From an optimization exercise on the open Yosys and OpenROAD flow, aimed at small area, a short achievable clock period and few clock cycles per item; shortcuts taken in it are not production practice.
No run shown here included a check of the RTL's function; only the layout flow was run.
Power is estimated from default activity; no workload was simulated.

### design/flow/design.v
module Mult (MultStart, out_A, out_B, rst, clk, HI, LOW, EndMult);
	input wire MultStart;
	input wire [31:0] out_A;
	input wire [31:0] out_B;
	output wire [31:0] HI;
	output reg [31:0] LOW;
	input wire rst;
	input wire clk;
	output reg EndMult;
	reg [0:0] cnt;
	wire first = (cnt == 1'd0);
	always @(posedge clk) begin
		if (rst) begin
			cnt <= 1'd0;
			EndMult <= 1'b0;
		end else begin
			EndMult <= (cnt == 1'd1);
			if (!first || MultStart) cnt <= cnt + 1'd1;
		end
	end
	wire [16:0] bs;
	reg [16:0] bsr;
	always @(*) begin
		case (cnt)
		1'd0: bsr = {out_B[15:0], 1'b0};
		default: bsr = out_B[31:15];
		endcase
	end
	assign bs = bsr;
	wire [32:0] ax = {out_A[31], out_A};
	wire [32:0] ax1 = {out_A, 1'b0};
	wire neg0 = bs[2];
	wire one0 = bs[1] ^ bs[0];
	wire two0 = (bs[2] & ~bs[1] & ~bs[0]) | (~bs[2] & bs[1] & bs[0]);
	wire [32:0] pp0 = (({33{one0}} & ax) | ({33{two0}} & ax1)) ^ {33{neg0}};
	wire neg1 = bs[4];
	wire one1 = bs[3] ^ bs[2];
	wire two1 = (bs[4] & ~bs[3] & ~bs[2]) | (~bs[4] & bs[3] & bs[2]);
	wire [32:0] pp1 = (({33{one1}} & ax) | ({33{two1}} & ax1)) ^ {33{neg1}};
	wire neg2 = bs[6];
	wire one2 = bs[5] ^ bs[4];
	wire two2 = (bs[6] & ~bs[5] & ~bs[4]) | (~bs[6] & bs[5] & bs[4]);
	wire [32:0] pp2 = (({33{one2}} & ax) | ({33{two2}} & ax1)) ^ {33{neg2}};
	wire neg3 = bs[8];
	wire one3 = bs[7] ^ bs[6];
	wire two3 = (bs[8] & ~bs[7] & ~bs[6]) | (~bs[8] & bs[7] & bs[6]);
	wire [32:0] pp3 = (({33{one3}} & ax) | ({33{two3}} & ax1)) ^ {33{neg3}};
	wire neg4 = bs[10];
	wire one4 = bs[9] ^ bs[8];
	wire two4 = (bs[10] & ~bs[9] & ~bs[8]) | (~bs[10] & bs[9] & bs[8]);
	wire [32:0] pp4 = (({33{one4}} & ax) | ({33{two4}} & ax1)) ^ {33{neg4}};
	wire neg5 = bs[12];
	wire one5 = bs[11] ^ bs[10];
	wire two5 = (bs[12] & ~bs[11] & ~bs[10]) | (~bs[12] & bs[11] & bs[10]);
	wire [32:0] pp5 = (({33{one5}} & ax) | ({33{two5}} & ax1)) ^ {33{neg5}};
	wire neg6 = bs[14];
	wire one6 = bs[13] ^ bs[12];
	wire two6 = (bs[14] & ~bs[13] & ~bs[12]) | (~bs[14] & bs[13] & bs[12]);
	wire [32:0] pp6 = (({33{one6}} & ax) | ({33{two6}} & ax1)) ^ {33{neg6}};
	wire neg7 = bs[16];
	wire one7 = bs[15] ^ bs[14];
	wire two7 = (bs[16] & ~bs[15] & ~bs[14]) | (~bs[16] & bs[15] & bs[14]);
	wire [32:0] pp7 = (({33{one7}} & ax) | ({33{two7}} & ax1)) ^ {33{neg7}};
	reg [32:0] accS;
	reg [32:0] accC;
	wire [32:0] gS = accS & {33{~first}};
	wire [32:0] gC = accC & {33{~first}};
	wire s1 = gS[12] ^ gC[12];
	wire c2 = gS[12] & gC[12];
	wire s3 = gS[13] ^ gC[13] ^ pp0[13];
	wire c4 = (gS[13] & gC[13]) | (gS[13] & pp0[13]) | (gC[13] & pp0[13]);
	wire s5 = gS[14] ^ gC[14] ^ neg7;
	wire c6 = (gS[14] & gC[14]) | (gS[14] & neg7) | (gC[14] & neg7);
	wire s7 = pp0[14] ^ pp1[12] ^ pp2[10];
	wire c8 = (pp0[14] & pp1[12]) | (pp0[14] & pp2[10]) | (pp1[12] & pp2[10]);
	wire s9 = gS[15] ^ gC[15] ^ pp0[15];
	wire c10 = (gS[15] & gC[15]) | (gS[15] & pp0[15]) | (gC[15] & pp0[15]);
	wire s11 = pp1[13] ^ pp2[11] ^ pp3[9];
	wire c12 = (pp1[13] & pp2[11]) | (pp1[13] & pp3[9]) | (pp2[11] & pp3[9]);
	wire s13 = pp4[7] ^ pp5[5];
	wire c14 = pp4[7] & pp5[5];
	wire s15 = gS[16] ^ gC[16] ^ pp0[16];
	wire c16 = (gS[16] & gC[16]) | (gS[16] & pp0[16]) | (gC[16] & pp0[16]);
	wire s17 = pp1[14] ^ pp2[12] ^ pp3[10];
	wire c18 = (pp1[14] & pp2[12]) | (pp1[14] & pp3[10]) | (pp2[12] & pp3[10]);
	wire s19 = pp4[8] ^ pp5[6] ^ pp6[4];
	wire c20 = (pp4[8] & pp5[6]) | (pp4[8] & pp6[4]) | (pp5[6] & pp6[4]);
	wire s21 = gS[17] ^ gC[17] ^ pp0[17];
	wire c22 = (gS[17] & gC[17]) | (gS[17] & pp0[17]) | (gC[17] & pp0[17]);
	wire s23 = pp1[15] ^ pp2[13] ^ pp3[11];
	wire c24 = (pp1[15] & pp2[13]) | (pp1[15] & pp3[11]) | (pp2[13] & pp3[11]);
	wire s25 = pp4[9] ^ pp5[7] ^ pp6[5];
	wire c26 = (pp4[9] & pp5[7]) | (pp4[9] & pp6[5]) | (pp5[7] & pp6[5]);
	wire s27 = gS[18] ^ gC[18] ^ pp0[18];
	wire c28 = (gS[18] & gC[18]) | (gS[18] & pp0[18]) | (gC[18] & pp0[18]);
	wire s29 = pp1[16] ^ pp2[14] ^ pp3[12];
	wire c30 = (pp1[16] & pp2[14]) | (pp1[16] & pp3[12]) | (pp2[14] & pp3[12]);
	wire s31 = pp4[10] ^ pp5[8] ^ pp6[6];
	wire c32 = (pp4[10] & pp5[8]) | (pp4[10] & pp6[6]) | (pp5[8] & pp6[6]);
	wire s33 = gS[19] ^ gC[19] ^ pp0[19];
	wire c34 = (gS[19] & gC[19]) | (gS[19] & pp0[19]) | (gC[19] & pp0[19]);
	wire s35 = pp1[17] ^ pp2[15] ^ pp3[13];
	wire c36 = (pp1[17] & pp2[15]) | (pp1[17] & pp3[13]) | (pp2[15] & pp3[13]);
	wire s37 = pp4[11] ^ pp5[9] ^ pp6[7];
	wire c38 = (pp4[11] & pp5[9]) | (pp4[11] & pp6[7]) | (pp5[9] & pp6[7]);
	wire s39 = gS[20] ^ gC[20] ^ pp0[20];
	wire c40 = (gS[20] & gC[20]) | (gS[20] & pp0[20]) | (gC[20] & pp0[20]);
	wire s41 = pp1[18] ^ pp2[16] ^ pp3[14];
	wire c42 = (pp1[18] & pp2[16]) | (pp1[18] & pp3[14]) | (pp2[16] & pp3[14]);
	wire s43 = pp4[12] ^ pp5[10] ^ pp6[8];
	wire c44 = (pp4[12] & pp5[10]) | (pp4[12] & pp6[8]) | (pp5[10] & pp6[8]);
	wire s45 = gS[21] ^ gC[21] ^ pp0[21];
	wire c46 = (gS[21] & gC[21]) | (gS[21] & pp0[21]) | (gC[21] & pp0[21]);
	wire s47 = pp1[19] ^ pp2[17] ^ pp3[15];
	wire c48 = (pp1[19] & pp2[17]) | (pp1[19] & pp3[15]) | (pp2[17] & pp3[15]);
	wire s49 = pp4[13] ^ pp5[11] ^ pp6[9];
	wire c50 = (pp4[13] & pp5[11]) | (pp4[13] & pp6[9]) | (pp5[11] & pp6[9]);
	wire s51 = gS[22] ^ gC[22] ^ pp0[22];
	wire c52 = (gS[22] & gC[22]) | (gS[22] & pp0[22]) | (gC[22] & pp0[22]);
	wire s53 = pp1[20] ^ pp2[18] ^ pp3[16];
	wire c54 = (pp1[20] & pp2[18]) | (pp1[20] & pp3[16]) | (pp2[18] & pp3[16]);
	wire s55 = pp4[14] ^ pp5[12] ^ pp6[10];
	wire c56 = (pp4[14] & pp5[12]) | (pp4[14] & pp6[10]) | (pp5[12] & pp6[10]);
	wire s57 = gS[23] ^ gC[23] ^ pp0[23];
	wire c58 = (gS[23] & gC[23]) | (gS[23] & pp0[23]) | (gC[23] & pp0[23]);
	wire s59 = pp1[21] ^ pp2[19] ^ pp3[17];
	wire c60 = (pp1[21] & pp2[19]) | (pp1[21] & pp3[17]) | (pp2[19] & pp3[17]);
	wire s61 = pp4[15] ^ pp5[13] ^ pp6[11];
	wire c62 = (pp4[15] & pp5[13]) | (pp4[15] & pp6[11]) | (pp5[13] & pp6[11]);
	wire s63 = gS[24] ^ gC[24] ^ pp0[24];
	wire c64 = (gS[24] & gC[24]) | (gS[24] & pp0[24]) | (gC[24] & pp0[24]);
	wire s65 = pp1[22] ^ pp2[20] ^ pp3[18];
	wire c66 = (pp1[22] & pp2[20]) | (pp1[22] & pp3[18]) | (pp2[20] & pp3[18]);
	wire s67 = pp4[16] ^ pp5[14] ^ pp6[12];
	wire c68 = (pp4[16] & pp5[14]) | (pp4[16] & pp6[12]) | (pp5[14] & pp6[12]);
	wire s69 = gS[25] ^ gC[25] ^ pp0[25];
	wire c70 = (gS[25] & gC[25]) | (gS[25] & pp0[25]) | (gC[25] & pp0[25]);
	wire s71 = pp1[23] ^ pp2[21] ^ pp3[19];
	wire c72 = (pp1[23] & pp2[21]) | (pp1[23] & pp3[19]) | (pp2[21] & pp3[19]);
	wire s73 = pp4[17] ^ pp5[15] ^ pp6[13];
	wire c74 = (pp4[17] & pp5[15]) | (pp4[17] & pp6[13]) | (pp5[15] & pp6[13]);
	wire s75 = gS[26] ^ gC[26] ^ pp0[26];
	wire c76 = (gS[26] & gC[26]) | (gS[26] & pp0[26]) | (gC[26] & pp0[26]);
	wire s77 = pp1[24] ^ pp2[22] ^ pp3[20];
	wire c78 = (pp1[24] & pp2[22]) | (pp1[24] & pp3[20]) | (pp2[22] & pp3[20]);
	wire s79 = pp4[18] ^ pp5[16] ^ pp6[14];
	wire c80 = (pp4[18] & pp5[16]) | (pp4[18] & pp6[14]) | (pp5[16] & pp6[14]);
	wire s81 = gS[27] ^ gC[27] ^ pp0[27];
	wire c82 = (gS[27] & gC[27]) | (gS[27] & pp0[27]) | (gC[27] & pp0[27]);
	wire s83 = pp1[25] ^ pp2[23] ^ pp3[21];
	wire c84 = (pp1[25] & pp2[23]) | (pp1[25] & pp3[21]) | (pp2[23] & pp3[21]);
	wire s85 = pp4[19] ^ pp5[17] ^ pp6[15];
	wire c86 = (pp4[19] & pp5[17]) | (pp4[19] & pp6[15]) | (pp5[17] & pp6[15]);
	wire s87 = gS[28] ^ gC[28] ^ pp0[28];
	wire c88 = (gS[28] & gC[28]) | (gS[28] & pp0[28]) | (gC[28] & pp0[28]);
	wire s89 = pp1[26] ^ pp2[24] ^ pp3[22];
	wire c90 = (pp1[26] & pp2[24]) | (pp1[26] & pp3[22]) | (pp2[24] & pp3[22]);
	wire s91 = pp4[20] ^ pp5[18] ^ pp6[16];
	wire c92 = (pp4[20] & pp5[18]) | (pp4[20] & pp6[16]) | (pp5[18] & pp6[16]);
	wire s93 = gS[29] ^ gC[29] ^ pp0[29];
	wire c94 = (gS[29] & gC[29]) | (gS[29] & pp0[29]) | (gC[29] & pp0[29]);
	wire s95 = pp1[27] ^ pp2[25] ^ pp3[23];
	wire c96 = (pp1[27] & pp2[25]) | (pp1[27] & pp3[23]) | (pp2[25] & pp3[23]);
	wire s97 = pp4[21] ^ pp5[19] ^ pp6[17];
	wire c98 = (pp4[21] & pp5[19]) | (pp4[21] & pp6[17]) | (pp5[19] & pp6[17]);
	wire s99 = gS[30] ^ gC[30] ^ pp0[30];
	wire c100 = (gS[30] & gC[30]) | (gS[30] & pp0[30]) | (gC[30] & pp0[30]);
	wire s101 = pp1[28] ^ pp2[26] ^ pp3[24];
	wire c102 = (pp1[28] & pp2[26]) | (pp1[28] & pp3[24]) | (pp2[26] & pp3[24]);
	wire s103 = pp4[22] ^ pp5[20] ^ pp6[18];
	wire c104 = (pp4[22] & pp5[20]) | (pp4[22] & pp6[18]) | (pp5[20] & pp6[18]);
	wire s105 = gS[31] ^ gC[31] ^ pp0[31];
	wire c106 = (gS[31] & gC[31]) | (gS[31] & pp0[31]) | (gC[31] & pp0[31]);
	wire s107 = pp1[29] ^ pp2[27] ^ pp3[25];
	wire c108 = (pp1[29] & pp2[27]) | (pp1[29] & pp3[25]) | (pp2[27] & pp3[25]);
	wire s109 = pp4[23] ^ pp5[21] ^ pp6[19];
	wire c110 = (pp4[23] & pp5[21]) | (pp4[23] & pp6[19]) | (pp5[21] & pp6[19]);
	wire s111 = first ^ gS[32] ^ gC[32];
	wire c112 = (first & gS[32]) | (first & gC[32]) | (gS[32] & gC[32]);
	wire s113 = ~pp0[32] ^ pp1[30] ^ pp2[28];
	wire c114 = (~pp0[32] & pp1[30]) | (~pp0[32] & pp2[28]) | (pp1[30] & pp2[28]);
	wire s115 = pp3[26] ^ pp4[24] ^ pp5[22];
	wire c116 = (pp3[26] & pp4[24]) | (pp3[26] & pp5[22]) | (pp4[24] & pp5[22]);
	wire s117 = pp6[20] ^ pp7[18];
	wire c118 = pp6[20] & pp7[18];
	wire s119 = 1'b1 ^ pp1[31] ^ pp2[29];
	wire c120 = (1'b1 & pp1[31]) | (1'b1 & pp2[29]) | (pp1[31] & pp2[29]);
	wire s121 = pp3[27] ^ pp4[25] ^ pp5[23];
	wire c122 = (pp3[27] & pp4[25]) | (pp3[27] & pp5[23]) | (pp4[25] & pp5[23]);
	wire s123 = pp6[21] ^ pp7[19];
	wire c124 = pp6[21] & pp7[19];
	wire s125 = ~pp1[32] ^ pp2[30] ^ pp3[28];
	wire c126 = (~pp1[32] & pp2[30]) | (~pp1[32] & pp3[28]) | (pp2[30] & pp3[28]);
	wire s127 = pp4[26] ^ pp5[24] ^ pp6[22];
	wire c128 = (pp4[26] & pp5[24]) | (pp4[26] & pp6[22]) | (pp5[24] & pp6[22]);
	wire s129 = 1'b1 ^ pp2[31] ^ pp3[29];
	wire c130 = (1'b1 & pp2[31]) | (1'b1 & pp3[29]) | (pp2[31] & pp3[29]);
	wire s131 = gS[6] ^ gC[6];
	wire c132 = gS[6] & gC[6];
	wire s133 = gS[7] ^ gC[7] ^ pp0[7];
	wire c134 = (gS[7] & gC[7]) | (gS[7] & pp0[7]) | (gC[7] & pp0[7]);
	wire s135 = gS[8] ^ gC[8] ^ neg4;
	wire c136 = (gS[8] & gC[8]) | (gS[8] & neg4) | (gC[8] & neg4);
	wire s137 = pp0[8] ^ pp1[6] ^ pp2[4];
	wire c138 = (pp0[8] & pp1[6]) | (pp0[8] & pp2[4]) | (pp1[6] & pp2[4]);
	wire s139 = gS[9] ^ gC[9] ^ pp0[9];
	wire c140 = (gS[9] & gC[9]) | (gS[9] & pp0[9]) | (gC[9] & pp0[9]);
	wire s141 = pp1[7] ^ pp2[5] ^ pp3[3];
	wire c142 = (pp1[7] & pp2[5]) | (pp1[7] & pp3[3]) | (pp2[5] & pp3[3]);
	wire s143 = gS[10] ^ gC[10] ^ neg5;
	wire c144 = (gS[10] & gC[10]) | (gS[10] & neg5) | (gC[10] & neg5);
	wire s145 = pp0[10] ^ pp1[8] ^ pp2[6];
	wire c146 = (pp0[10] & pp1[8]) | (pp0[10] & pp2[6]) | (pp1[8] & pp2[6]);
	wire s147 = pp3[4] ^ pp4[2] ^ pp5[0];
	wire c148 = (pp3[4] & pp4[2]) | (pp3[4] & pp5[0]) | (pp4[2] & pp5[0]);
	wire s149 = gS[11] ^ gC[11] ^ pp0[11];
	wire c150 = (gS[11] & gC[11]) | (gS[11] & pp0[11]) | (gC[11] & pp0[11]);
	wire s151 = pp1[9] ^ pp2[7] ^ pp3[5];
	wire c152 = (pp1[9] & pp2[7]) | (pp1[9] & pp3[5]) | (pp2[7] & pp3[5]);
	wire s153 = pp4[3] ^ pp5[1];
	wire c154 = pp4[3] & pp5[1];
	wire s155 = s1 ^ neg6 ^ pp0[12];
	wire c156 = (s1 & neg6) | (s1 & pp0[12]) | (neg6 & pp0[12]);
	wire s157 = pp1[10] ^ pp2[8] ^ pp3[6];
	wire c158 = (pp1[10] & pp2[8]) | (pp1[10] & pp3[6]) | (pp2[8] & pp3[6]);
	wire s159 = pp4[4] ^ pp5[2] ^ pp6[0];
	wire c160 = (pp4[4] & pp5[2]) | (pp4[4] & pp6[0]) | (pp5[2] & pp6[0]);
	wire s161 = c2 ^ pp1[11] ^ pp2[9];
	wire c162 = (c2 & pp1[11]) | (c2 & pp2[9]) | (pp1[11] & pp2[9]);
	wire s163 = pp3[7] ^ pp4[5] ^ pp5[3];
	wire c164 = (pp3[7] & pp4[5]) | (pp3[7] & pp5[3]) | (pp4[5] & pp5[3]);
	wire s165 = pp6[1] ^ s3;
	wire c166 = pp6[1] & s3;
	wire s167 = pp3[8] ^ pp4[6] ^ pp5[4];
	wire c168 = (pp3[8] & pp4[6]) | (pp3[8] & pp5[4]) | (pp4[6] & pp5[4]);
	wire s169 = pp6[2] ^ pp7[0] ^ s5;
	wire c170 = (pp6[2] & pp7[0]) | (pp6[2] & s5) | (pp7[0] & s5);
	wire s171 = c4 ^ s7;
	wire c172 = c4 & s7;
	wire s173 = pp6[3] ^ pp7[1] ^ c6;
	wire c174 = (pp6[3] & pp7[1]) | (pp6[3] & c6) | (pp7[1] & c6);
	wire s175 = s13 ^ c8 ^ s9;
	wire c176 = (s13 & c8) | (s13 & s9) | (c8 & s9);
	wire s177 = pp7[2] ^ c14 ^ c10;
	wire c178 = (pp7[2] & c14) | (pp7[2] & c10) | (c14 & c10);
	wire s179 = c12 ^ s15 ^ s17;
	wire c180 = (c12 & s15) | (c12 & s17) | (s15 & s17);
	wire s181 = pp7[3] ^ c16 ^ c18;
	wire c182 = (pp7[3] & c16) | (pp7[3] & c18) | (c16 & c18);
	wire s183 = c20 ^ s21 ^ s23;
	wire c184 = (c20 & s21) | (c20 & s23) | (s21 & s23);
	wire s185 = pp7[4] ^ c22 ^ c24;
	wire c186 = (pp7[4] & c22) | (pp7[4] & c24) | (c22 & c24);
	wire s187 = c26 ^ s27 ^ s29;
	wire c188 = (c26 & s27) | (c26 & s29) | (s27 & s29);
	wire s189 = pp7[5] ^ c28 ^ c30;
	wire c190 = (pp7[5] & c28) | (pp7[5] & c30) | (c28 & c30);
	wire s191 = c32 ^ s33 ^ s35;
	wire c192 = (c32 & s33) | (c32 & s35) | (s33 & s35);
	wire s193 = pp7[6] ^ c34 ^ c36;
	wire c194 = (pp7[6] & c34) | (pp7[6] & c36) | (c34 & c36);
	wire s195 = c38 ^ s39 ^ s41;
	wire c196 = (c38 & s39) | (c38 & s41) | (s39 & s41);
	wire s197 = pp7[7] ^ c40 ^ c42;
	wire c198 = (pp7[7] & c40) | (pp7[7] & c42) | (c40 & c42);
	wire s199 = c44 ^ s45 ^ s47;
	wire c200 = (c44 & s45) | (c44 & s47) | (s45 & s47);
	wire s201 = pp7[8] ^ c46 ^ c48;
	wire c202 = (pp7[8] & c46) | (pp7[8] & c48) | (c46 & c48);
	wire s203 = c50 ^ s51 ^ s53;
	wire c204 = (c50 & s51) | (c50 & s53) | (s51 & s53);
	wire s205 = pp7[9] ^ c52 ^ c54;
	wire c206 = (pp7[9] & c52) | (pp7[9] & c54) | (c52 & c54);
	wire s207 = c56 ^ s57 ^ s59;
	wire c208 = (c56 & s57) | (c56 & s59) | (s57 & s59);
	wire s209 = pp7[10] ^ c58 ^ c60;
	wire c210 = (pp7[10] & c58) | (pp7[10] & c60) | (c58 & c60);
	wire s211 = c62 ^ s63 ^ s65;
	wire c212 = (c62 & s63) | (c62 & s65) | (s63 & s65);
	wire s213 = pp7[11] ^ c64 ^ c66;
	wire c214 = (pp7[11] & c64) | (pp7[11] & c66) | (c64 & c66);
	wire s215 = c68 ^ s69 ^ s71;
	wire c216 = (c68 & s69) | (c68 & s71) | (s69 & s71);
	wire s217 = pp7[12] ^ c70 ^ c72;
	wire c218 = (pp7[12] & c70) | (pp7[12] & c72) | (c70 & c72);
	wire s219 = c74 ^ s75 ^ s77;
	wire c220 = (c74 & s75) | (c74 & s77) | (s75 & s77);
	wire s221 = pp7[13] ^ c76 ^ c78;
	wire c222 = (pp7[13] & c76) | (pp7[13] & c78) | (c76 & c78);
	wire s223 = c80 ^ s81 ^ s83;
	wire c224 = (c80 & s81) | (c80 & s83) | (s81 & s83);
	wire s225 = pp7[14] ^ c82 ^ c84;
	wire c226 = (pp7[14] & c82) | (pp7[14] & c84) | (c82 & c84);
	wire s227 = c86 ^ s87 ^ s89;
	wire c228 = (c86 & s87) | (c86 & s89) | (s87 & s89);
	wire s229 = pp7[15] ^ c88 ^ c90;
	wire c230 = (pp7[15] & c88) | (pp7[15] & c90) | (c88 & c90);
	wire s231 = c92 ^ s93 ^ s95;
	wire c232 = (c92 & s93) | (c92 & s95) | (s93 & s95);
	wire s233 = pp7[16] ^ c94 ^ c96;
	wire c234 = (pp7[16] & c94) | (pp7[16] & c96) | (c94 & c96);
	wire s235 = c98 ^ s99 ^ s101;
	wire c236 = (c98 & s99) | (c98 & s101) | (s99 & s101);
	wire s237 = pp7[17] ^ c100 ^ c102;
	wire c238 = (pp7[17] & c100) | (pp7[17] & c102) | (c100 & c102);
	wire s239 = c104 ^ s105 ^ s107;
	wire c240 = (c104 & s105) | (c104 & s107) | (s105 & s107);
	wire s241 = s111 ^ s117 ^ c106;
	wire c242 = (s111 & s117) | (s111 & c106) | (s117 & c106);
	wire s243 = c108 ^ c110 ^ s113;
	wire c244 = (c108 & c110) | (c108 & s113) | (c110 & s113);
	wire s245 = c112 ^ c118 ^ s123;
	wire c246 = (c112 & c118) | (c112 & s123) | (c118 & s123);
	wire s247 = c114 ^ c116 ^ s119;
	wire c248 = (c114 & c116) | (c114 & s119) | (c116 & s119);
	wire s249 = pp7[20] ^ c124 ^ c120;
	wire c250 = (pp7[20] & c124) | (pp7[20] & c120) | (c124 & c120);
	wire s251 = c122 ^ s125 ^ s127;
	wire c252 = (c122 & s125) | (c122 & s127) | (s125 & s127);
	wire s253 = pp4[27] ^ pp5[25] ^ pp6[23];
	wire c254 = (pp4[27] & pp5[25]) | (pp4[27] & pp6[23]) | (pp5[25] & pp6[23]);
	wire s255 = pp7[21] ^ c126 ^ c128;
	wire c256 = (pp7[21] & c126) | (pp7[21] & c128) | (c126 & c128);
	wire s257 = ~pp2[32] ^ pp3[30] ^ pp4[28];
	wire c258 = (~pp2[32] & pp3[30]) | (~pp2[32] & pp4[28]) | (pp3[30] & pp4[28]);
	wire s259 = pp5[26] ^ pp6[24] ^ pp7[22];
	wire c260 = (pp5[26] & pp6[24]) | (pp5[26] & pp7[22]) | (pp6[24] & pp7[22]);
	wire s261 = 1'b1 ^ pp3[31] ^ pp4[29];
	wire c262 = (1'b1 & pp3[31]) | (1'b1 & pp4[29]) | (pp3[31] & pp4[29]);
	wire s263 = pp5[27] ^ pp6[25] ^ pp7[23];
	wire c264 = (pp5[27] & pp6[25]) | (pp5[27] & pp7[23]) | (pp6[25] & pp7[23]);
	wire s265 = ~pp3[32] ^ pp4[30] ^ pp5[28];
	wire c266 = (~pp3[32] & pp4[30]) | (~pp3[32] & pp5[28]) | (pp4[30] & pp5[28]);
	wire s267 = pp6[26] ^ pp7[24];
	wire c268 = pp6[26] & pp7[24];
	wire s269 = 1'b1 ^ pp4[31] ^ pp5[29];
	wire c270 = (1'b1 & pp4[31]) | (1'b1 & pp5[29]) | (pp4[31] & pp5[29]);
	wire s271 = pp6[27] ^ pp7[25];
	wire c272 = pp6[27] & pp7[25];
	wire s273 = ~pp4[32] ^ pp5[30] ^ pp6[28];
	wire c274 = (~pp4[32] & pp5[30]) | (~pp4[32] & pp6[28]) | (pp5[30] & pp6[28]);
	wire s275 = gS[2] ^ gC[2];
	wire c276 = gS[2] & gC[2];
	wire s277 = gS[3] ^ gC[3] ^ pp0[3];
	wire c278 = (gS[3] & gC[3]) | (gS[3] & pp0[3]) | (gC[3] & pp0[3]);
	wire s279 = gS[4] ^ gC[4] ^ neg2;
	wire c280 = (gS[4] & gC[4]) | (gS[4] & neg2) | (gC[4] & neg2);
	wire s281 = pp0[4] ^ pp1[2] ^ pp2[0];
	wire c282 = (pp0[4] & pp1[2]) | (pp0[4] & pp2[0]) | (pp1[2] & pp2[0]);
	wire s283 = gS[5] ^ gC[5] ^ pp0[5];
	wire c284 = (gS[5] & gC[5]) | (gS[5] & pp0[5]) | (gC[5] & pp0[5]);
	wire s285 = pp1[3] ^ pp2[1];
	wire c286 = pp1[3] & pp2[1];
	wire s287 = s131 ^ neg3 ^ pp0[6];
	wire c288 = (s131 & neg3) | (s131 & pp0[6]) | (neg3 & pp0[6]);
	wire s289 = pp1[4] ^ pp2[2] ^ pp3[0];
	wire c290 = (pp1[4] & pp2[2]) | (pp1[4] & pp3[0]) | (pp2[2] & pp3[0]);
	wire s291 = c132 ^ pp1[5] ^ pp2[3];
	wire c292 = (c132 & pp1[5]) | (c132 & pp2[3]) | (pp1[5] & pp2[3]);
	wire s293 = pp3[1] ^ s133;
	wire c294 = pp3[1] & s133;
	wire s295 = pp3[2] ^ pp4[0] ^ s135;
	wire c296 = (pp3[2] & pp4[0]) | (pp3[2] & s135) | (pp4[0] & s135);
	wire s297 = c134 ^ s137;
	wire c298 = c134 & s137;
	wire s299 = pp4[1] ^ c136 ^ c138;
	wire c300 = (pp4[1] & c136) | (pp4[1] & c138) | (c136 & c138);
	wire s301 = s139 ^ s141;
	wire c302 = s139 & s141;
	wire s303 = s143 ^ c140 ^ c142;
	wire c304 = (s143 & c140) | (s143 & c142) | (c140 & c142);
	wire s305 = s145 ^ s147;
	wire c306 = s145 & s147;
	wire s307 = c144 ^ s153 ^ c146;
	wire c308 = (c144 & s153) | (c144 & c146) | (s153 & c146);
	wire s309 = c148 ^ s149 ^ s151;
	wire c310 = (c148 & s149) | (c148 & s151) | (s149 & s151);
	wire s311 = c154 ^ c150 ^ c152;
	wire c312 = (c154 & c150) | (c154 & c152) | (c150 & c152);
	wire s313 = s155 ^ s157 ^ s159;
	wire c314 = (s155 & s157) | (s155 & s159) | (s157 & s159);
	wire s315 = c156 ^ c158 ^ c160;
	wire c316 = (c156 & c158) | (c156 & c160) | (c158 & c160);
	wire s317 = s161 ^ s163 ^ s165;
	wire c318 = (s161 & s163) | (s161 & s165) | (s163 & s165);
	wire s319 = c162 ^ c164 ^ s167;
	wire c320 = (c162 & c164) | (c162 & s167) | (c164 & s167);
	wire s321 = s169 ^ c166 ^ s171;
	wire c322 = (s169 & c166) | (s169 & s171) | (c166 & s171);
	wire s323 = c168 ^ s11 ^ c170;
	wire c324 = (c168 & s11) | (c168 & c170) | (s11 & c170);
	wire s325 = s173 ^ c172 ^ s175;
	wire c326 = (s173 & c172) | (s173 & s175) | (c172 & s175);
	wire s327 = s19 ^ c174 ^ c176;
	wire c328 = (s19 & c174) | (s19 & c176) | (c174 & c176);
	wire s329 = s177 ^ s179;
	wire c330 = s177 & s179;
	wire s331 = s25 ^ c178 ^ c180;
	wire c332 = (s25 & c178) | (s25 & c180) | (c178 & c180);
	wire s333 = s181 ^ s183;
	wire c334 = s181 & s183;
	wire s335 = s31 ^ c182 ^ c184;
	wire c336 = (s31 & c182) | (s31 & c184) | (c182 & c184);
	wire s337 = s185 ^ s187;
	wire c338 = s185 & s187;
	wire s339 = s37 ^ c186 ^ c188;
	wire c340 = (s37 & c186) | (s37 & c188) | (c186 & c188);
	wire s341 = s189 ^ s191;
	wire c342 = s189 & s191;
	wire s343 = s43 ^ c190 ^ c192;
	wire c344 = (s43 & c190) | (s43 & c192) | (c190 & c192);
	wire s345 = s193 ^ s195;
	wire c346 = s193 & s195;
	wire s347 = s49 ^ c194 ^ c196;
	wire c348 = (s49 & c194) | (s49 & c196) | (c194 & c196);
	wire s349 = s197 ^ s199;
	wire c350 = s197 & s199;
	wire s351 = s55 ^ c198 ^ c200;
	wire c352 = (s55 & c198) | (s55 & c200) | (c198 & c200);
	wire s353 = s201 ^ s203;
	wire c354 = s201 & s203;
	wire s355 = s61 ^ c202 ^ c204;
	wire c356 = (s61 & c202) | (s61 & c204) | (c202 & c204);
	wire s357 = s205 ^ s207;
	wire c358 = s205 & s207;
	wire s359 = s67 ^ c206 ^ c208;
	wire c360 = (s67 & c206) | (s67 & c208) | (c206 & c208);
	wire s361 = s209 ^ s211;
	wire c362 = s209 & s211;
	wire s363 = s73 ^ c210 ^ c212;
	wire c364 = (s73 & c210) | (s73 & c212) | (c210 & c212);
	wire s365 = s213 ^ s215;
	wire c366 = s213 & s215;
	wire s367 = s79 ^ c214 ^ c216;
	wire c368 = (s79 & c214) | (s79 & c216) | (c214 & c216);
	wire s369 = s217 ^ s219;
	wire c370 = s217 & s219;
	wire s371 = s85 ^ c218 ^ c220;
	wire c372 = (s85 & c218) | (s85 & c220) | (c218 & c220);
	wire s373 = s221 ^ s223;
	wire c374 = s221 & s223;
	wire s375 = s91 ^ c222 ^ c224;
	wire c376 = (s91 & c222) | (s91 & c224) | (c222 & c224);
	wire s377 = s225 ^ s227;
	wire c378 = s225 & s227;
	wire s379 = s97 ^ c226 ^ c228;
	wire c380 = (s97 & c226) | (s97 & c228) | (c226 & c228);
	wire s381 = s229 ^ s231;
	wire c382 = s229 & s231;
	wire s383 = s103 ^ c230 ^ c232;
	wire c384 = (s103 & c230) | (s103 & c232) | (c230 & c232);
	wire s385 = s233 ^ s235;
	wire c386 = s233 & s235;
	wire s387 = s109 ^ c234 ^ c236;
	wire c388 = (s109 & c234) | (s109 & c236) | (c234 & c236);
	wire s389 = s237 ^ s239;
	wire c390 = s237 & s239;
	wire s391 = s115 ^ c238 ^ c240;
	wire c392 = (s115 & c238) | (s115 & c240) | (c238 & c240);
	wire s393 = s241 ^ s243;
	wire c394 = s241 & s243;
	wire s395 = s121 ^ s245 ^ c242;
	wire c396 = (s121 & s245) | (s121 & c242) | (s245 & c242);
	wire s397 = c244 ^ s247;
	wire c398 = c244 & s247;
	wire s399 = c246 ^ c248 ^ s249;
	wire c400 = (c246 & c248) | (c246 & s249) | (c248 & s249);
	wire s401 = s253 ^ s129 ^ c250;
	wire c402 = (s253 & s129) | (s253 & c250) | (s129 & c250);
	wire s403 = c252 ^ s255;
	wire c404 = c252 & s255;
	wire s405 = c254 ^ s257 ^ s259;
	wire c406 = (c254 & s257) | (c254 & s259) | (s257 & s259);
	wire s407 = c130 ^ c256;
	wire c408 = c130 & c256;
	wire s409 = c258 ^ c260 ^ s261;
	wire c410 = (c258 & c260) | (c258 & s261) | (c260 & s261);
	wire s411 = s267 ^ c262 ^ c264;
	wire c412 = (s267 & c262) | (s267 & c264) | (c262 & c264);
	wire s413 = c268 ^ s271 ^ c266;
	wire c414 = (c268 & s271) | (c268 & c266) | (s271 & c266);
	wire s415 = pp7[26] ^ c272 ^ c270;
	wire c416 = (pp7[26] & c272) | (pp7[26] & c270) | (c272 & c270);
	wire s417 = 1'b1 ^ pp5[31] ^ pp6[29];
	wire c418 = (1'b1 & pp5[31]) | (1'b1 & pp6[29]) | (pp5[31] & pp6[29]);
	wire s419 = pp7[27] ^ c274;
	wire c420 = pp7[27] & c274;
	wire s421 = ~pp5[32] ^ pp6[30] ^ pp7[28];
	wire c422 = (~pp5[32] & pp6[30]) | (~pp5[32] & pp7[28]) | (pp6[30] & pp7[28]);
	wire s423 = 1'b1 ^ pp6[31];
	wire c424 = 1'b1 & pp6[31];
	wire s425 = gS[0] ^ gC[0];
	wire c426 = gS[0] & gC[0];
	wire s427 = gS[1] ^ gC[1] ^ pp0[1];
	wire c428 = (gS[1] & gC[1]) | (gS[1] & pp0[1]) | (gC[1] & pp0[1]);
	wire s429 = s275 ^ neg1 ^ pp0[2];
	wire c430 = (s275 & neg1) | (s275 & pp0[2]) | (neg1 & pp0[2]);
	wire s431 = c276 ^ pp1[1] ^ s277;
	wire c432 = (c276 & pp1[1]) | (c276 & s277) | (pp1[1] & s277);
	wire s433 = s279 ^ c278 ^ s281;
	wire c434 = (s279 & c278) | (s279 & s281) | (c278 & s281);
	wire s435 = c280 ^ s285 ^ c282;
	wire c436 = (c280 & s285) | (c280 & c282) | (s285 & c282);
	wire s437 = c286 ^ c284 ^ s287;
	wire c438 = (c286 & c284) | (c286 & s287) | (c284 & s287);
	wire s439 = c288 ^ c290 ^ s291;
	wire c440 = (c288 & c290) | (c288 & s291) | (c290 & s291);
	wire s441 = c292 ^ s295 ^ c294;
	wire c442 = (c292 & s295) | (c292 & c294) | (s295 & c294);
	wire s443 = c296 ^ c298 ^ s301;
	wire c444 = (c296 & c298) | (c296 & s301) | (c298 & s301);
	wire s445 = c302 ^ s305 ^ c300;
	wire c446 = (c302 & s305) | (c302 & c300) | (s305 & c300);
	wire s447 = c306 ^ c304 ^ s307;
	wire c448 = (c306 & c304) | (c306 & s307) | (c304 & s307);
	wire s449 = c308 ^ c310 ^ s311;
	wire c450 = (c308 & c310) | (c308 & s311) | (c310 & s311);
	wire s451 = c312 ^ c314 ^ s315;
	wire c452 = (c312 & c314) | (c312 & s315) | (c314 & s315);
	wire s453 = c316 ^ s319 ^ c318;
	wire c454 = (c316 & s319) | (c316 & c318) | (s319 & c318);
	wire s455 = c320 ^ s323 ^ c322;
	wire c456 = (c320 & s323) | (c320 & c322) | (s323 & c322);
	wire s457 = c324 ^ s329 ^ c326;
	wire c458 = (c324 & s329) | (c324 & c326) | (s329 & c326);
	wire s459 = c330 ^ s333 ^ c328;
	wire c460 = (c330 & s333) | (c330 & c328) | (s333 & c328);
	wire s461 = c334 ^ s337 ^ c332;
	wire c462 = (c334 & s337) | (c334 & c332) | (s337 & c332);
	wire s463 = c338 ^ s341 ^ c336;
	wire c464 = (c338 & s341) | (c338 & c336) | (s341 & c336);
	wire s465 = c342 ^ s345 ^ c340;
	wire c466 = (c342 & s345) | (c342 & c340) | (s345 & c340);
	wire s467 = c346 ^ s349 ^ c344;
	wire c468 = (c346 & s349) | (c346 & c344) | (s349 & c344);
	wire s469 = c350 ^ s353 ^ c348;
	wire c470 = (c350 & s353) | (c350 & c348) | (s353 & c348);
	wire s471 = c354 ^ s357 ^ c352;
	wire c472 = (c354 & s357) | (c354 & c352) | (s357 & c352);
	wire s473 = c358 ^ s361 ^ c356;
	wire c474 = (c358 & s361) | (c358 & c356) | (s361 & c356);
	wire s475 = c362 ^ s365 ^ c360;
	wire c476 = (c362 & s365) | (c362 & c360) | (s365 & c360);
	wire s477 = c366 ^ s369 ^ c364;
	wire c478 = (c366 & s369) | (c366 & c364) | (s369 & c364);
	wire s479 = c370 ^ s373 ^ c368;
	wire c480 = (c370 & s373) | (c370 & c368) | (s373 & c368);
	wire s481 = c374 ^ s377 ^ c372;
	wire c482 = (c374 & s377) | (c374 & c372) | (s377 & c372);
	wire s483 = c378 ^ s381 ^ c376;
	wire c484 = (c378 & s381) | (c378 & c376) | (s381 & c376);
	wire s485 = c382 ^ s385 ^ c380;
	wire c486 = (c382 & s385) | (c382 & c380) | (s385 & c380);
	wire s487 = c386 ^ s389 ^ c384;
	wire c488 = (c386 & s389) | (c386 & c384) | (s389 & c384);
	wire s489 = c390 ^ s393 ^ c388;
	wire c490 = (c390 & s393) | (c390 & c388) | (s393 & c388);
	wire s491 = c394 ^ s397 ^ c392;
	wire c492 = (c394 & s397) | (c394 & c392) | (s397 & c392);
	wire s493 = s251 ^ c398 ^ c396;
	wire c494 = (s251 & c398) | (s251 & c396) | (c398 & c396);
	wire s495 = s403 ^ c400 ^ s401;
	wire c496 = (s403 & c400) | (s403 & s401) | (c400 & s401);
	wire s497 = s405 ^ c404 ^ s407;
	wire c498 = (s405 & c404) | (s405 & s407) | (c404 & s407);
	wire s499 = s263 ^ c406 ^ s409;
	wire c500 = (s263 & c406) | (s263 & s409) | (c406 & s409);
	wire s501 = s265 ^ c410 ^ s411;
	wire c502 = (s265 & c410) | (s265 & s411) | (c410 & s411);
	wire s503 = s269 ^ c412 ^ s413;
	wire c504 = (s269 & c412) | (s269 & s413) | (c412 & s413);
	wire s505 = s273 ^ c414 ^ s415;
	wire c506 = (s273 & c414) | (s273 & s415) | (c414 & s415);
	wire s507 = s417 ^ s419 ^ c416;
	wire c508 = (s417 & s419) | (s417 & c416) | (s419 & c416);
	wire s509 = c418 ^ s421 ^ c420;
	wire c510 = (c418 & s421) | (c418 & c420) | (s421 & c420);
	wire s511 = pp7[29] ^ s423 ^ c422;
	wire c512 = (pp7[29] & s423) | (pp7[29] & c422) | (s423 & c422);
	wire s513 = ~pp6[32] ^ pp7[30] ^ c424;
	wire c514 = (~pp6[32] & pp7[30]) | (~pp6[32] & c424) | (pp7[30] & c424);
	wire s515 = 1'b1 ^ pp7[31];
	wire c516 = 1'b1 & pp7[31];
	wire s517 = s425 ^ neg0;
	wire c518 = s425 & neg0;
	wire s519 = c426 ^ s427;
	wire c520 = c426 & s427;
	wire s521 = pp1[0] ^ c428 ^ s429;
	wire c522 = (pp1[0] & c428) | (pp1[0] & s429) | (c428 & s429);
	wire s523 = c430 ^ s431;
	wire c524 = c430 & s431;
	wire s525 = c432 ^ s433;
	wire c526 = c432 & s433;
	wire s527 = s283 ^ c434 ^ s435;
	wire c528 = (s283 & c434) | (s283 & s435) | (c434 & s435);
	wire s529 = s289 ^ c436 ^ s437;
	wire c530 = (s289 & c436) | (s289 & s437) | (c436 & s437);
	wire s531 = s293 ^ c438 ^ s439;
	wire c532 = (s293 & c438) | (s293 & s439) | (c438 & s439);
	wire s533 = s297 ^ c440 ^ s441;
	wire c534 = (s297 & c440) | (s297 & s441) | (c440 & s441);
	wire s535 = s299 ^ c442 ^ s443;
	wire c536 = (s299 & c442) | (s299 & s443) | (c442 & s443);
	wire s537 = s303 ^ c444 ^ s445;
	wire c538 = (s303 & c444) | (s303 & s445) | (c444 & s445);
	wire s539 = s309 ^ c446 ^ s447;
	wire c540 = (s309 & c446) | (s309 & s447) | (c446 & s447);
	wire s541 = s313 ^ c448 ^ s449;
	wire c542 = (s313 & c448) | (s313 & s449) | (c448 & s449);
	wire s543 = s317 ^ c450 ^ s451;
	wire c544 = (s317 & c450) | (s317 & s451) | (c450 & s451);
	wire s545 = s321 ^ c452 ^ s453;
	wire c546 = (s321 & c452) | (s321 & s453) | (c452 & s453);
	wire s547 = s325 ^ c454 ^ s455;
	wire c548 = (s325 & c454) | (s325 & s455) | (c454 & s455);
	wire s549 = s327 ^ c456 ^ s457;
	wire c550 = (s327 & c456) | (s327 & s457) | (c456 & s457);
	wire s551 = s331 ^ c458 ^ s459;
	wire c552 = (s331 & c458) | (s331 & s459) | (c458 & s459);
	wire s553 = s335 ^ c460 ^ s461;
	wire c554 = (s335 & c460) | (s335 & s461) | (c460 & s461);
	wire s555 = s339 ^ c462 ^ s463;
	wire c556 = (s339 & c462) | (s339 & s463) | (c462 & s463);
	wire s557 = s343 ^ c464 ^ s465;
	wire c558 = (s343 & c464) | (s343 & s465) | (c464 & s465);
	wire s559 = s347 ^ c466 ^ s467;
	wire c560 = (s347 & c466) | (s347 & s467) | (c466 & s467);
	wire s561 = s351 ^ c468 ^ s469;
	wire c562 = (s351 & c468) | (s351 & s469) | (c468 & s469);
	wire s563 = s355 ^ c470 ^ s471;
	wire c564 = (s355 & c470) | (s355 & s471) | (c470 & s471);
	wire s565 = s359 ^ c472 ^ s473;
	wire c566 = (s359 & c472) | (s359 & s473) | (c472 & s473);
	wire s567 = s363 ^ c474 ^ s475;
	wire c568 = (s363 & c474) | (s363 & s475) | (c474 & s475);
	wire s569 = s367 ^ c476 ^ s477;
	wire c570 = (s367 & c476) | (s367 & s477) | (c476 & s477);
	wire s571 = s371 ^ c478 ^ s479;
	wire c572 = (s371 & c478) | (s371 & s479) | (c478 & s479);
	wire s573 = s375 ^ c480 ^ s481;
	wire c574 = (s375 & c480) | (s375 & s481) | (c480 & s481);
	wire s575 = s379 ^ c482 ^ s483;
	wire c576 = (s379 & c482) | (s379 & s483) | (c482 & s483);
	wire s577 = s383 ^ c484 ^ s485;
	wire c578 = (s383 & c484) | (s383 & s485) | (c484 & s485);
	wire s579 = s387 ^ c486 ^ s487;
	wire c580 = (s387 & c486) | (s387 & s487) | (c486 & s487);
	wire s581 = s391 ^ c488 ^ s489;
	wire c582 = (s391 & c488) | (s391 & s489) | (c488 & s489);
	wire s583 = s395 ^ c490 ^ s491;
	wire c584 = (s395 & c490) | (s395 & s491) | (c490 & s491);
	wire s585 = s399 ^ c492 ^ s493;
	wire c586 = (s399 & c492) | (s399 & s493) | (c492 & s493);
	wire s587 = c494 ^ s495;
	wire c588 = c494 & s495;
	wire s589 = c402 ^ s497 ^ c496;
	wire c590 = (c402 & s497) | (c402 & c496) | (s497 & c496);
	wire s591 = c408 ^ s499 ^ c498;
	wire c592 = (c408 & s499) | (c408 & c498) | (s499 & c498);
	wire s593 = c500 ^ s501;
	wire c594 = c500 & s501;
	wire s595 = c502 ^ s503;
	wire c596 = c502 & s503;
	wire s597 = c504 ^ s505;
	wire c598 = c504 & s505;
	wire s599 = c506 ^ s507;
	wire c600 = c506 & s507;
	wire s601 = s509 ^ c508;
	wire c602 = s509 & c508;
	wire s603 = s511 ^ c510;
	wire c604 = s511 & c510;
	wire s605 = s513 ^ c512;
	wire c606 = s513 & c512;
	wire s607 = s515 ^ c514;
	wire c608 = s515 & c514;
	wire s609 = ~pp7[32] ^ c516;
	wire c610 = ~pp7[32] & c516;
	reg cf;
	wire [15:0] lo_s = {c546, c544, c542, c540, c538, c536, c534, c532, c530, c528, c526, c524, c522, c520, c518, s517};
	wire [15:0] lo_c = {s547, s545, s543, s541, s539, s537, s535, s533, s531, s529, s527, s525, s523, s521, s519, pp0[0]};
	wire [17:0] lo_sum = {1'b0, lo_s, 1'b1} + {1'b0, lo_c, cf & ~first};
	always @(posedge clk) begin
		cf <= lo_sum[17];
		LOW <= {lo_sum[16:1], LOW[31:16]};
		accS[0] <= c548;
		accC[0] <= s549;
		accS[1] <= c550;
		accC[1] <= s551;
		accS[2] <= c552;
		accC[2] <= s553;
		accS[3] <= c554;
		accC[3] <= s555;
		accS[4] <= c556;
		accC[4] <= s557;
		accS[5] <= c558;
		accC[5] <= s559;
		accS[6] <= c560;
		accC[6] <= s561;
		accS[7] <= c562;
		accC[7] <= s563;
		accS[8] <= c564;
		accC[8] <= s565;
		accS[9] <= c566;
		accC[9] <= s567;
		accS[10] <= c568;
		accC[10] <= s569;
		accS[11] <= c570;
		accC[11] <= s571;
		accS[12] <= c572;
		accC[12] <= s573;
		accS[13] <= c574;
		accC[13] <= s575;
		accS[14] <= c576;
		accC[14] <= s577;
		accS[15] <= c578;
		accC[15] <= s579;
		accS[16] <= c580;
		accC[16] <= s581;
		accS[17] <= c582;
		accC[17] <= s583;
		accS[18] <= c584;
		accC[18] <= s585;
		accS[19] <= c586;
		accC[19] <= s587;
		accS[20] <= c588;
		accC[20] <= s589;
		accS[21] <= c590;
		accC[21] <= s591;
		accS[22] <= c592;
		accC[22] <= s593;
		accS[23] <= c594;
		accC[23] <= s595;
		accS[24] <= c596;
		accC[24] <= s597;
		accS[25] <= c598;
		accC[25] <= s599;
		accS[26] <= c600;
		accC[26] <= s601;
		accS[27] <= c602;
		accC[27] <= s603;
		accS[28] <= c604;
		accC[28] <= s605;
		accS[29] <= c606;
		accC[29] <= s607;
		accS[30] <= c608;
		accC[30] <= s609;
		accS[31] <= c610;
		accC[31] <= 1'b1;
		accS[32] <= 1'b0;
		accC[32] <= 1'b0;
	end
	wire [32:0] hi_sum = {accS[31:0], 1'b1} + {accC[31:0], cf};
	assign HI = hi_sum[32:1];
endmodule
### design/flow/constraint.sdc
create_clock -name core_clock -period 6.5 [get_ports {clk}]
set_input_delay 1.3000 -clock core_clock [delete_from_list [all_inputs] [get_ports {clk}]]
set_output_delay 1.3000 -clock core_clock [all_outputs]
set_load 0.01 [all_outputs]
### design/flow/config.mk
export PLATFORM = sky130hd
export DESIGN_NAME = Mult
export DESIGN_NICKNAME = Mult
export VERILOG_FILES = /design/flow/design.v
export SDC_FILE = /design/flow/constraint.sdc
export NUM_CORES = 4
export LEC_CHECK = 0
export CAP_MARGIN = 20
export CORE_MARGIN = 2
export CORE_UTILIZATION = 40
export SLEW_MARGIN = 20
### design/flow/run.sh
#!/bin/bash
# synth_recipe.tcl (not shown) runs the flow's synth.tcl, then flattens the netlist and writes it again
# the make line also repeats each setting of config.mk as NAME=value (left out here)
make -C /OpenROAD-flow-scripts/flow DESIGN_CONFIG=/design/flow/config.mk WORK_HOME=/design/flow/orfs CLKGATE_MAP_FILE= SYNTH_SCRIPT=/design/flow/synth_recipe.tcl finish
==> implementation parameters, run 1 <==
Parameter                              Value

Run status
  Status ... timing/DRC/antenna clean

Logic synthesis
  Distinct cells, synth ... between 60 and 70
  Cells after Synth ... roughly 2500
  Post-synth EDFFs ... 0
  Number of warnings printed during yosys synthesis ... 1
  Mapped Area ... ~19000 µm²
  Synthesis-stage register bit count ... 98
  Share of synthesized flip-flops with an asynchronous set or reset ... 0%
  Fraction of the yosys area taken by sequential cells ... roughly a tenth
  Dominant register cell in the synthesized netlist ... sky130_fd_sc_hd__dfxtp_1
  Post-Syn Nets ... between 2000 and 3000
  Avg Cell Area, Syn ... about 7.4 µm²

Worst setup path
  Top Family by Delay on Critical Path ... adder cells
  Required time of the critical path ... roughly 6.8 ns
  Minimum setup slack among reg-to-reg paths ... a little over 0.9 ns
  Reg2reg path depth ... 18
  Max Fanout on Critical Path ... 5
  Cells along the critical path ... clkdlybuf4s50_1, mux2i_2, xnor2_1, nor2_2, a22oi_1, o21ai_0, buf_4, fa_1, inv_1, ha_1, fa_1, fa_1, ha_1, a21oi_1, o21ai_0, o41ai_2, o221ai_1, a21oi_1, o21ai_0
  Type of the worst setup path ... input pin to flop
  Critical Path Slowest Stage Cell ... sky130_fd_sc_hd__fa_1
  Worst path max stage delay ... 0.53 ns
  Critical Path Sink Type ... flop
  Reg2reg end ... cf$_DFF_P_
  Startpoint kind of the worst setup timing path ... input pin
  Data arrival time of the worst path ... between 6 and 7 ns
  Buffers & Inverters on Critical Path ... 3
  Origin of the critical flop-to-flop path ... cnt$_SDFFE_PP0P_
  Critical path origin ... out_B[5]

STA
  Number of hold violations in the final report ... 0
  Worst slew margin relative to its limit ... about 45%
  Max Fclk ... around 0.16 GHz
  Transition time at the pin with the least slew margin ... 0.820 ns
  Minimum clock period after layout ... just over 6 ns
  Crit share post-route ... 95.2%
  Setup WS post-layout ... roughly 0.31 ns
  Worst clock skew on the final layout ... around 0.012 ns
  RSZ-0062 raised after global routing ... false
  Number of setup violations in the final report ... 0
  Final number of max-transition violations ... 0

Clock network
  H-tree levels ... 3
  Clk Tree Root Cell ... sky130_fd_sc_hd__clkbuf_16
  Clock sink total ... between 90 and 100
  CTS buffer count ... 9
  CTS tree ... yes
  Hold buffer count at CTS ... 0
  Clock tree buffer depth ... 2
  Clock slew seen by the registers of the worst setup and hold paths ... ~0.07 ns
  Source-to-sink clock delay at the later pin of the worst-skew pair ... just under 0.4 ns

Hold path
  Start point of the worst min-delay path ... LOW[23]$_DFF_P_
  Hold Path Sink ... LOW[7]$_DFF_P_
  Hold Crit Class ... flop to flop
  Cell depth of the worst hold path ... 0

Placement
  Placer Congestion ... roughly 0.96
  Dpl cell area ... 21000 µm²
  Port buffer count ... between 100 and 150
  HPWL after detailed placement ... 55.3 mm
  Post-place setup slack ... -0.179 ns

GRT
  Overall routing resource usage ... roughly 29%
  Remaining Overflow, GRT ... 0
  Global-route wire length before repair ... 110 mm
  Vias in the first global route ... approximately 18000
  Maximum number of pins on one net before global-route repair ... 73
  Initial antenna violation count ... 1

Cells and area
  Ant. Diodes ... 0
  Ratio of cells with drive above 1 in the final layout ... 7.33%
  Fin area ... ~21000 µm²
  Layout net count ... between 2000 and 3000
  Relative area change from synthesis to final layout ... 13.0%

Power
  Net Sw Power ... roughly 6.3 mW
  Power share of the combinational group ... a little over four fifths
  Internal portion of total power ... between 6 and 7 mW
  Sequential Power Share ... about a tenth
  Switching share of total power ... between 50% and 60%
  Share of total power in the clock network ... between 4 and 5%
  Peak supply drop ... about 0.54 mV
  Standby leakage power ... about 9.1 nW
  Power density over the cells ... 592 nW/µm²

Die
  Initial core utilization ... 40.6%
  Area of the core ... roughly 47000 µm²
  Num ports ... 132
  Die Ht ... approximately 220 µm
  # rows ... 79
  Floorplan die width ... 221 µm
  Full die area ... approximately 49000 µm²

Routing
  Post-Route WL ... slightly above 70 mm
  Total iterations of the first detailed-routing run ... 6
  Post-route DRC ... 0
  Number of nets still failing antenna checks after routing ... 0
  Count of vias placed by the detailed router ... ~19000
  1st-iter DRT viols ... approximately 2200
  Via-to-Cell Ratio ... 5.91
  Avg WL per Cell ... 22.4 µm

Flow run
  MaxCap Viol Count ... 0
final cells by class:
type,count,area (µm²)
Tap cell,607,759
Timing Repair Buffer,263,2330
Inverter,223,837
Multi-Input combinational cell,1966,15100
Sequential cell,98,1970
Fill cell,4666,25200
Clock buffer,10,250
Clock inverter,6,76.3
worst reg2reg max path: cells and delay by family, from the launching register on:
family	cells	cell delay [ns]
adder cells (fa/ha/maj)	5	2.17
AO/OA/AOI/OAI	8	1.52
flip-flops	1	0.61
multiplexers	1	0.60
XOR/XNOR	1	0.24
buffers and inverters	2	0.22
AND/OR/NAND/NOR	1	0.06
kinds of logic after synthesis:
group	after synthesis	share of synthesized area (%)
AO/OA/AOI/OAI	553	20.2
XOR/XNOR	85	3.94
adder cells (fa/ha/maj)	350	32.9
multiplexers	19	1.08
AND/OR/NAND/NOR	959	21.4
buffers and inverters	485	10.1
flip-flops	98	10.4
layer usage:
| layer | global-route usage, % | wire length, µm | part of all wire (%) | vias up |
|---|---|---|---|---|
| li1 | - | - | - | 8554 |
| met1 | 38.8 | 29600 | 42 | 9080 |
| met2 | 45.1 | 31600 | 44 | 956 |
| met3 | 4.30 | 5810 | 8.2 | 161 |
| met4 | 15.3 | 4000 | 5.6 | 2 |
| met5 | 0 | 10 | 0.014 | - |
state kept, by name, summed over array words and instances (netlist names):
name and flops:
EndMult 1, LOW 32, cnt 1, accC 31
cf 1, accS 32
Yosys cell counts (all sizes together), types with 5 or more instances:
| cell type | n | area (µm²) |
|---|---|---|
| a211oi | 6 | 45.0 |
| a21o | 21 | 159 |
| a21oi | 81 | 409 |
| a221oi | 136 | 1200 |
| a22oi | 113 | 848 |
| and2 | 32 | 200 |
| and3 | 7 | 43.8 |
| buf | 59 | 308 |
| clkbuf | 203 | 762 |
| dfxtp | 98 | 1960 |
| fa | 244 | 4880 |
| ha | 106 | 1330 |
| inv | 223 | 837 |
| mux2 | 5 | 56.3 |
| mux2i | 14 | 148 |
| nand2 | 156 | 586 |
| nand2b | 6 | 37.5 |
| nand3 | 10 | 50.1 |
| nand4 | 6 | 37.5 |
| nor2 | 554 | 2080 |
| nor2b | 9 | 56.3 |
| nor3 | 163 | 816 |
| o21a | 10 | 75.1 |
| o21ai | 147 | 736 |
| o21bai | 8 | 60.1 |
| xnor2 | 71 | 622 |
| xor2 | 14 | 123 |
worst max-delay path by stage:
stage	end	slack, ns	cells past startpoint
after floorplan	cf$_DFF_P_	0.43	19
after global placement	cf$_DFF_P_	-0.04	19
after detailed placement	cf$_DFF_P_	-0.18	19
after CTS	cf$_DFF_P_	0.21	19
after global routing	cf$_DFF_P_	0.03	19
final	cf$_DFF_P_	0.31	19
power by group through the flow:
stage	registers [mW]	logic (mW)	clock network, mW
floorplan	1.27	6.73	0
global placement	1.31	10.5	0
detailed placement	1.32	10.7	0
CTS	1.31	10.8	0.619
global route	1.34	12.0	0.635
finish	1.30	10.7	0.599
cell usage in the layout, fill, tap and decap left out, drive strengths merged, types with 98 or more instances in the layout:
cell,synthesis,layout
a221oi,136,136
a22oi,113,113
buf,59,132
clkdlybuf4s50,0,131
dfxtp,98,98
fa,244,244
ha,106,106
inv,223,227
nand2,156,156
nor2,554,554
nor3,163,163
o21ai,147,147
per-stage QoR:
step | utilization [%] | hold slack, ns | cells | power [mW] | TNS [ns]
detailed placement | 45.1 | 0.338 | 3157 | 12.0 | -0.419
global route | 45.9 | 0.358 | 3173 | 14.0 | 0
finish | 45.9 | 0.350 | 3173 | 12.6 | 0
global placement | 45.1 | 0.336 | 3157 | 11.8 | -0.0391
floorplan | - | 0.382 | 2549 | 8.00 | 0
CTS | 45.8 | 0.352 | 3173 | 12.7 | 0
repair_timing:
action	CTS	global route
setup buffers	0	0
setup endpoints to repair	0	3
hold endpoints to repair	0	0
resized for setup	0	1
==> run 2: changes to the inputs <==
--- a/design/flow/config.mk
+++ b/design/flow/config.mk
@@ -8,4 +8,5 @@
 export CAP_MARGIN = 20
 export CORE_MARGIN = 2
 export CORE_UTILIZATION = 40
+export SETUP_SLACK_MARGIN = 1.0
 export SLEW_MARGIN = 20
==> run 2 against run 1 <==
Combinational power increased by about 10%. Largest cell class unchanged. Critical path type unchanged. Maximum frequency rose by 13%. Largest power group unchanged. Cell count rose by 1.6%.
==> implementation parameters, run 2 <==
Parameter                              Value

Run status
  Status ... timing/DRC/antenna clean

STA
  Minimum clock period after layout ... 5.49 ns (-0.701 ns)
  RSZ-0062 raised after global routing ... true
  Transition time at the pin with the least slew margin ... 0.871 ns (+0.0507 ns)
  Worst clock skew on the final layout ... 0.0109 ns (-0.000880 ns)
  Number of hold violations in the final report ... 0 (unchanged)
  Max Fclk ... 0.182 GHz (+13%)
  Final number of max-transition violations ... 0 (unchanged)
  Crit share post-route ... 84.4% (-11 points)
  Worst slew margin relative to its limit ... 41.8% (-3.1 points)
  Number of setup violations in the final report ... 0 (unchanged)
  Setup tns final ... 0 ns (unchanged)

GRT
  Vias in the first global route ... 18224 (-0.25%)
  Remaining Overflow, GRT ... 0 (unchanged)
  Initial antenna violation count ... 6 (+5)
  Global-route wire length before repair ... 112 mm (+2.0%)
  Overall routing resource usage ... 29.6% (+0.61 points)
  Maximum number of pins on one net before global-route repair ... 72 (-1.4%)

Cells and area
  FF+latch area ... 1970 µm² (unchanged)
  Biggest registers after layout ... LOW (32), accS (32), accC (31)
  Most common cell after layout, fill and taps aside ... sky130_fd_sc_hd__nor2_1
  Number of filler instances in the final layout ... 4523 (-3.1%)
  Relative area change from synthesis to final layout ... 19.0%
  Ratio of cells with drive above 1 in the final layout ... 12.4% (+5.0 points)
  Layout net count ... 3027 (+1.6%)
  Area of combinational cells with multiple inputs ... 15700 µm² (+4.0%)
  Commonest cells after routing, fill and taps aside ... sky130_fd_sc_hd__nor2_1, sky130_fd_sc_hd__fa_1, sky130_fd_sc_hd__inv_1

Logic synthesis
  Mapped Area ... 18900 µm² (unchanged)
  Post-synth EDFFs ... 0 (unchanged)
  Post-Syn Nets ... 2966 (unchanged)
  Avg Cell Area, Syn ... 7.41 µm² (unchanged)
  Fraction of the yosys area taken by sequential cells ... 10.4% (unchanged)
  Number of warnings printed during yosys synthesis ... 1 (unchanged)
  Cells after Synth ... 2549 (unchanged)
  Distinct cells, synth ... 66 (unchanged)
  Top cells by area in the synthesized netlist ... sky130_fd_sc_hd__fa_1, sky130_fd_sc_hd__nor2_1, sky130_fd_sc_hd__dfxtp_1, sky130_fd_sc_hd__ha_1, sky130_fd_sc_hd__a221oi_1
  Synthesis-stage register bit count ... 98 (unchanged)
  Dominant register cell in the synthesized netlist ... sky130_fd_sc_hd__dfxtp_1
  Leading post-synthesis cells by instance count ... sky130_fd_sc_hd__nor2_1, sky130_fd_sc_hd__fa_1, sky130_fd_sc_hd__inv_1
  Share of synthesized flip-flops with an asynchronous set or reset ... 0% (unchanged)
  Top cell type's share of synthesized area ... 25.9% (unchanged)
  Most numerous cell in the Yosys netlist ... sky130_fd_sc_hd__nor2_1
  Library cell with the largest summed area after synthesis ... sky130_fd_sc_hd__fa_1

Placement
  HPWL after detailed placement ... 56.9 mm (+2.9%)
  Port buffer count ... 131 (unchanged)
  Placer Congestion ... 0.971 (+1.5%)

Die
  Die Ht ... 221 µm (unchanged)
  Num ports ... 132 (unchanged)
  Full die area ... 49000 µm² (unchanged)
  Initial core utilization ... 40.6% (unchanged)
  Floorplan die width ... 221 µm (unchanged)
  Area of the core ... 46600 µm² (unchanged)
  # rows ... 79 (unchanged)

Worst setup path
  Origin of the critical flop-to-flop path ... cnt$_SDFFE_PP0P_
  Minimum setup slack among reg-to-reg paths ... 1.35 ns (+0.42 ns)
  Critical Path Sink Type ... flop
  Startpoint kind of the worst setup timing path ... input pin
  Required time of the critical path ... 6.80 ns (+0.05 ns)
  Worst path max stage delay ... 0.57 ns (+0.04 ns)
  Destination of the critical timing path ... LOW[31]$_DFF_P_
  Type of the worst setup path ... input pin to flop
  Reg2reg end ... LOW[31]$_DFF_P_
  Max Fanout on Critical Path ... 11 (+6)
  Cells along the critical path ... clkdlybuf4s50_1, mux2i_4, buf_12, buf_4, buf_4, nand2_1, nor2_1, nor3_1, o21ai_1, ha_4, fa_2, fa_1, inv_1, fa_1, inv_1, ha_4, nand3_1, nand2_1, a211oi_2, xnor2_1
  Critical Path Slowest Stage Cell ... sky130_fd_sc_hd__fa_1
  Data arrival time of the worst path ... 5.79 ns (-0.65 ns)
  Reg2reg path depth ... 20 (+2)
  Critical path origin ... out_B[11]

Routing
  Total iterations of the first detailed-routing run ... 6 (unchanged)
  1st-iter DRT viols ... 2271 (+2.9%)
  Post-route DRC ... 0 (unchanged)
  Avg WL per Cell ... 22.9 µm (+2.5%)
  Number of nets still failing antenna checks after routing ... 0 (unchanged)
  Post-Route WL ... 73.9 mm (+4.1%)
  Count of vias placed by the detailed router ... 19178 (+2.3%)
  Via-to-Cell Ratio ... 5.95 (+0.68%)

Flow run
  MaxCap Viol Count ... 0 (unchanged)

Clock network
  Clock tree buffer depth ... 2 (unchanged)
  Clock slew seen by the registers of the worst setup and hold paths ... 0.07 ns (about the same)
  Clock sink total ... 98 (unchanged)
  H-tree levels ... 3 (unchanged)
  Source-to-sink clock delay at the later pin of the worst-skew pair ... 0.38 ns (about the same)
  CTS buffer count ... 9 (unchanged)
  CTS tree ... yes
  Clk Tree Root Cell ... sky130_fd_sc_hd__clkbuf_16
  Hold buffer count at CTS ... 0 (unchanged)

Hold path
  Hold Crit Class ... flop to flop

Power
  Power density over the cells ... 605 nW/µm² (+2.1%)
  Standby leakage power ... 9.58 nW (+4.9%)
  Total design power ... 13.6 mW (+7.5%)
  Peak supply drop ... 0.511 mV (-6.1%)
[run 2: cell counts after synthesis]
No cell type changed its count.
[run 2: cell type report]
class	count	share of cell area, %
multi-input combinational	1966	70.0
timing repair buffer	312	12.8
sequential	98	8.75
inverter	223	3.77
tap	607	3.38
clock buffer	11	1.08
clock inverter	5	0.173
antenna	1	0.0111
[run 2: power breakdown]
part / switching [mW] / total (mW) / internal, mW / leakage (nW)
logic: 6.31 / 11.8 / 5.48 / 8.62
clock network: 0.253 / 0.525 / 0.272 / 0.132
registers: 0.193 / 1.28 / 1.09 / 0.826
total: 6.75 / 13.6 / 6.84 / 9.58
[run 2: metal layers]
metal | share of wire (%) | track usage (%) | vias to the layer above
li1 | - | - | 8663
met1 | 41 | 40.9 | 9238
met2 | 44 | 45.5 | 1114
met3 | 10 | 5.27 | 163
met4 | 4.5 | 12.3 | 0
met5 | 0 | 0 | -
[run 2: stage by stage]
step | utilization, % | cell area, µm² | cells | hold slack (ns) | worst slack [ns]
after floorplan | - | 19000 | 2549 | 0.382 | 1.01
after global placement | 45.5 | 21200 | 3155 | 0.334 | 0.239
after detailed placement | 45.5 | 21200 | 3155 | 0.339 | 0.194
after CTS | 47.1 | 21900 | 3206 | 0.353 | 0.999
after global routing | 48.3 | 22500 | 3222 | 0.358 | 0.924
final | 48.3 | 22500 | 3223 | 0.352 | 1.01
[run 2: kinds of logic (layout without fill, tap and decap cells)]
logic type,after synthesis,in the layout,share of synthesized area (%)
adders and majority gates,350,350,32.9
buffers and inverters,485,551,10.1
other,0,1,0
muxes,19,19,1.08
AOI/OAI and AO/OA,553,553,20.2
xor gates and xnor gates,85,85,3.94
DFF,98,98,10.4
and+or+nand+nor,959,959,21.4
[run 2: worst min path at each step]
stage / startpoint / endpoint / slack [ns] / cells after the start
3_5_place_dp: LOW[20]$_DFF_P_ / LOW[4]$_DFF_P_ / 0.34 / 0
5_1_grt: LOW[23]$_DFF_P_ / LOW[7]$_DFF_P_ / 0.36 / 0
4_1_cts: LOW[20]$_DFF_P_ / LOW[4]$_DFF_P_ / 0.35 / 0
3_3_place_gp: LOW[23]$_DFF_P_ / LOW[7]$_DFF_P_ / 0.33 / 0
6_report: LOW[20]$_DFF_P_ / LOW[4]$_DFF_P_ / 0.35 / 0
2_1_floorplan: LOW[16]$_DFF_P_ / LOW[0]$_DFF_P_ / 0.38 / 0
[run 2: worst max-delay path: cells and delay by family]
| family | cells | cell delay, ns |
|---|---|---|
| compound gates | 2 | 0.64 |
| fa+ha+maj | 5 | 2.04 |
| xor+xnor | 1 | 0.14 |
| buf+inv | 6 | 1.03 |
| simple gates | 5 | 0.46 |
| mux | 1 | 0.17 |
[run 2: timing repair]
item | CTS | global route
endpoints found under the setup margin | 31 | 39
setup buffers | 35 | 15
pin swaps | 25 | 50
cloned | 0 | 1
resized for setup | 86 | 85

## static timing again, ports no longer ideal
In the flow no input, the clock included, has a driving cell. The finished layouts below were timed again as built, in two steps. Step 1: set_driving_cell puts a clkbuf_16 on clk and a buf_2 on each other input, an assumption about the parent block. Step 2 times the ports against the registers' clock, not the clock port: input delays grow and output delays shrink by t, the midpoint of the rising clock arrivals with the driver on. a / b / c = ideal ports / drivers / drivers and shift; a / b = the first two.
| run | t, ns | slack for setup (ns) | worst setup path at the end |
|---|---|---|---|
| run 1 | 0.436 | 0.311 / 0.335 / -0.101 | input to register |
| run 2 | 0.423 | 1.012 / 1.043 / 0.620 | input to register |
Met with ideal ports but missed after step 2: setup timing in run 1. For run 1, which loses most, drivers alone change the setup slack by +0.024 ns; drivers and shift together by -0.412 ns.
